What follows belongs to an exercise in optimizing a design on an open flow for small area and a short achievable clock period; a production flow would make more cautious choices.
Function was checked by simulation only, so behaviour that the tests miss may differ from the original.
Power figures rest on the tool's default switching activity, not on a simulated workload.

// fir_gen
module fir_gen (input clk, input reset, input Load_x,
    input signed [7:0] x_in, input signed [7:0] c_in, output signed [7:0] y_out);
For scale: ~620 cells after synthesis, ~110 flip-flops, roughly 27 I/O pins, ~7600 um2 of cells after synthesis.
Settings: LEC_CHECK=0, CAP_MARGIN=20, CORE_MARGIN=2, CORE_UTILIZATION=40, SETUP_SLACK_MARGIN=2.5, SLEW_MARGIN=20, SYNTH_HIERARCHICAL=1, SYNTH_MINIMUM_KEEP_SIZE=0; clock period 5.5 ns.
standard.sh (not shown) runs the stock make flow with config.mk's settings and CLKGATE_MAP_FILE= SYNTH_SCRIPT=/design/flow/synth_recipe.tcl, a recipe that flattens the netlist after the stock synthesis.
==> flow/flow/run.sh <==
#!/bin/bash
# Own layout flow: the standard flow (standard.sh), with two changes after synthesis:
#  - the input and output port buffers are buf_1 cells (buffer_ports -buffer_cell)
#  - clock tree synthesis without dummy loads, clkbuf_4/8 below the root buffer
# Each step's full output goes to its own log file in this folder.
set -euo pipefail
bash standard.sh synth > synth.log 2>&1
export BUFFER_PORTS_ARGS="-buffer_cell sky130_fd_sc_hd__buf_1"
export CTS_ARGS="-sink_clustering_enable -repair_clock_nets -dont_use_dummy_load -root_buf sky130_fd_sc_hd__clkbuf_16 -buf_list {sky130_fd_sc_hd__clkbuf_4 sky130_fd_sc_hd__clkbuf_8}"
bash standard.sh floorplan > floorplan.log 2>&1
bash standard.sh place > place.log 2>&1
bash standard.sh cts > cts.log 2>&1
bash standard.sh route > route.log 2>&1
bash standard.sh finish > finish.log 2>&1
test -f out/final.def
Edit:
==> flow/run.sh (new file) <==
#!/bin/bash
# synth_recipe.tcl (not shown) runs the flow's synth.tcl, then flattens the netlist and writes it again
# the make line also repeats each setting of config.mk as NAME=value (left out here)
make -C /OpenROAD-flow-scripts/flow DESIGN_CONFIG=/design/flow/config.mk WORK_HOME=/design/flow/orfs CLKGATE_MAP_FILE= SYNTH_SCRIPT=/design/flow/synth_recipe.tcl finish
--- a/flow/config.mk
+++ b/flow/config.mk
@@ -9,5 +9,5 @@
 export CORE_MARGIN = 2
 export CORE_UTILIZATION = 40
-export SETUP_SLACK_MARGIN = 2.5
+export SETUP_SLACK_MARGIN = 2.7
 export SLEW_MARGIN = 20
 export SYNTH_HIERARCHICAL = 1
removed: flow/flow/run.sh
removed: flow/standard.sh
Hold slack is better by 10 ps.
Total power grows by 12%.
Register-to-register slack hardly moves.
Fmax shrinks by 0.40%.
Worst setup slack is worse by 12 ps.
Routed wire length grows by 7.9%.
Die area is unchanged.
Edit:
--- a/flow/config.mk
+++ b/flow/config.mk
@@ -8,6 +8,6 @@
 export CAP_MARGIN = 20
 export CORE_MARGIN = 2
-export CORE_UTILIZATION = 40
-export SETUP_SLACK_MARGIN = 2.7
+export CORE_UTILIZATION = 60
+export SETUP_SLACK_MARGIN = 2.6
 export SLEW_MARGIN = 20
 export SYNTH_HIERARCHICAL = 1
Power went down by a few percent.
Setup slack gets worse by 120 ps.
Synthesized cell count is unchanged.
Design area went down by a few percent.
Sequential cell count is unchanged.
Utilization went up by 22 points.
Global-route usage went up by 8.3 points.
Die area went down by a quarter to a third.
First-iteration DRC count went up by roughly a tenth.
Edit:
--- a/flow/config.mk
+++ b/flow/config.mk
@@ -8,6 +8,6 @@
 export CAP_MARGIN = 20
 export CORE_MARGIN = 2
-export CORE_UTILIZATION = 60
-export SETUP_SLACK_MARGIN = 2.6
+export CORE_UTILIZATION = 40
+export SETUP_SLACK_MARGIN = 2.5
 export SLEW_MARGIN = 20
 export SYNTH_HIERARCHICAL = 1
Wire length shrinks by 3.0%.
Final area shrinks by 1.1%.
Worst setup slack stays flat.
Final cell count grows by 4.8%.
Core utilization shrinks by 23 points.
Power shrinks by 0.91%.
Die area grows by 48%.
Clock-buffer cell count does not change.
Non-clock buffer count shrinks by 23.
Edit:
==> flow/flow/run.sh (new file) <==
#!/bin/bash
# Own layout flow: the standard flow (standard.sh), with two changes after synthesis:
#  - the input and output port buffers are buf_1 cells (buffer_ports -buffer_cell)
#  - clock tree synthesis without dummy loads
# Each step's full output goes to its own log file in this folder.
set -euo pipefail
bash standard.sh synth > synth.log 2>&1
export BUFFER_PORTS_ARGS="-buffer_cell sky130_fd_sc_hd__buf_1"
export CTS_ARGS="-sink_clustering_enable -repair_clock_nets -dont_use_dummy_load"
bash standard.sh floorplan > floorplan.log 2>&1
bash standard.sh place > place.log 2>&1
bash standard.sh cts > cts.log 2>&1
bash standard.sh route > route.log 2>&1
bash standard.sh finish > finish.log 2>&1
test -f out/final.def
==> flow/standard.sh (new file) <==
#!/bin/bash
# synth_recipe.tcl (not shown) runs the flow's synth.tcl, then flattens the netlist and writes it again
# the make line also repeats each setting of config.mk as NAME=value (left out here)
make -C /OpenROAD-flow-scripts/flow DESIGN_CONFIG=/design/flow/config.mk WORK_HOME=/design/flow/orfs CLKGATE_MAP_FILE= SYNTH_SCRIPT=/design/flow/synth_recipe.tcl "${@:-finish}"
--- a/flow/config.mk
+++ b/flow/config.mk
@@ -9,4 +9,5 @@
 export CORE_MARGIN = 2
 export CORE_UTILIZATION = 40
+export GPL_TIMING_DRIVEN = 1
 export SETUP_SLACK_MARGIN = 2.5
 export SLEW_MARGIN = 20
removed: flow/run.sh
Area after synthesis is unchanged.
Worst setup slack gains 130 ps.
Die area stays the same.
Via count drops by about 0.32%.
Clock skew climbs by 4.2 ps.
Power drops by about 5%.
Edit:
--- a/flow/config.mk
+++ b/flow/config.mk
@@ -9,6 +9,5 @@
 export CORE_MARGIN = 2
 export CORE_UTILIZATION = 40
-export GPL_TIMING_DRIVEN = 1
-export SETUP_SLACK_MARGIN = 2.5
+export SETUP_SLACK_MARGIN = 2.4
 export SLEW_MARGIN = 20
 export SYNTH_HIERARCHICAL = 1
After rerunning:
- The new run went through all stages and came out clean
- die area is unchanged
- wire length shrinks by 2.3%
- worst hold slack gets better by 8.7 ps
- setup slack got worse by 81 ps
- utilization is lower by 0.54 points
- flip-flop and latch count does not change
- count of clock-buffer cells in the layout does not change
- non-clock buffer count decreases by 5
- cell area came out lower by about 1.2%
- power falls by 2.0%
- final cell count shrinks by 0.59%

## port drivers added, routing unchanged
The results above use ideal ports. As a check the final layouts listed here were re-extracted and re-timed, cells and wires unchanged.
Step 1, drivers: a clkbuf_16 drives clk and a buf_2 each remaining input, both assumed.
Step 2, shift: input delay + t, output delay - t, t = (earliest + latest rising clock arrival at the registers) / 2. This alone moves slack from input paths to output paths.
Three values: no drivers, after step 1, after step 2; two values: the first two.
| run | shift t [ns] | slack for setup (ns) | worst hold slack (ns) | worst setup path at the end |
|---|---|---|---|---|
| the first run | 0.390 | 2.553 / 2.536 / 2.448 | 0.483 / 0.483 / 0.483 | input to register |
| the second run | 0.392 | 2.541 / 2.497 / 2.517 | 0.494 / 0.494 / 0.494 | input to register |
| the third run | 0.393 | 2.425 / 2.382 / 2.480 | 0.493 / 0.493 / 0.493 | input to register |
| the fourth run | 0.392 | 2.427 / 2.383 / 2.240 | 0.490 / 0.490 / 0.490 | input to register |
| the fifth run | 0.390 | 2.553 / 2.536 / 2.448 | 0.483 / 0.483 / 0.483 | input to register |
| the sixth run | 0.401 | 2.472 / 2.426 / 2.423 | 0.492 / 0.492 / 0.492 | input to register |
After both steps setup and hold are still met in every run listed. For the fourth run, which loses most, drivers alone change the setup slack by -0.044 ns; drivers and shift together by -0.187 ns.
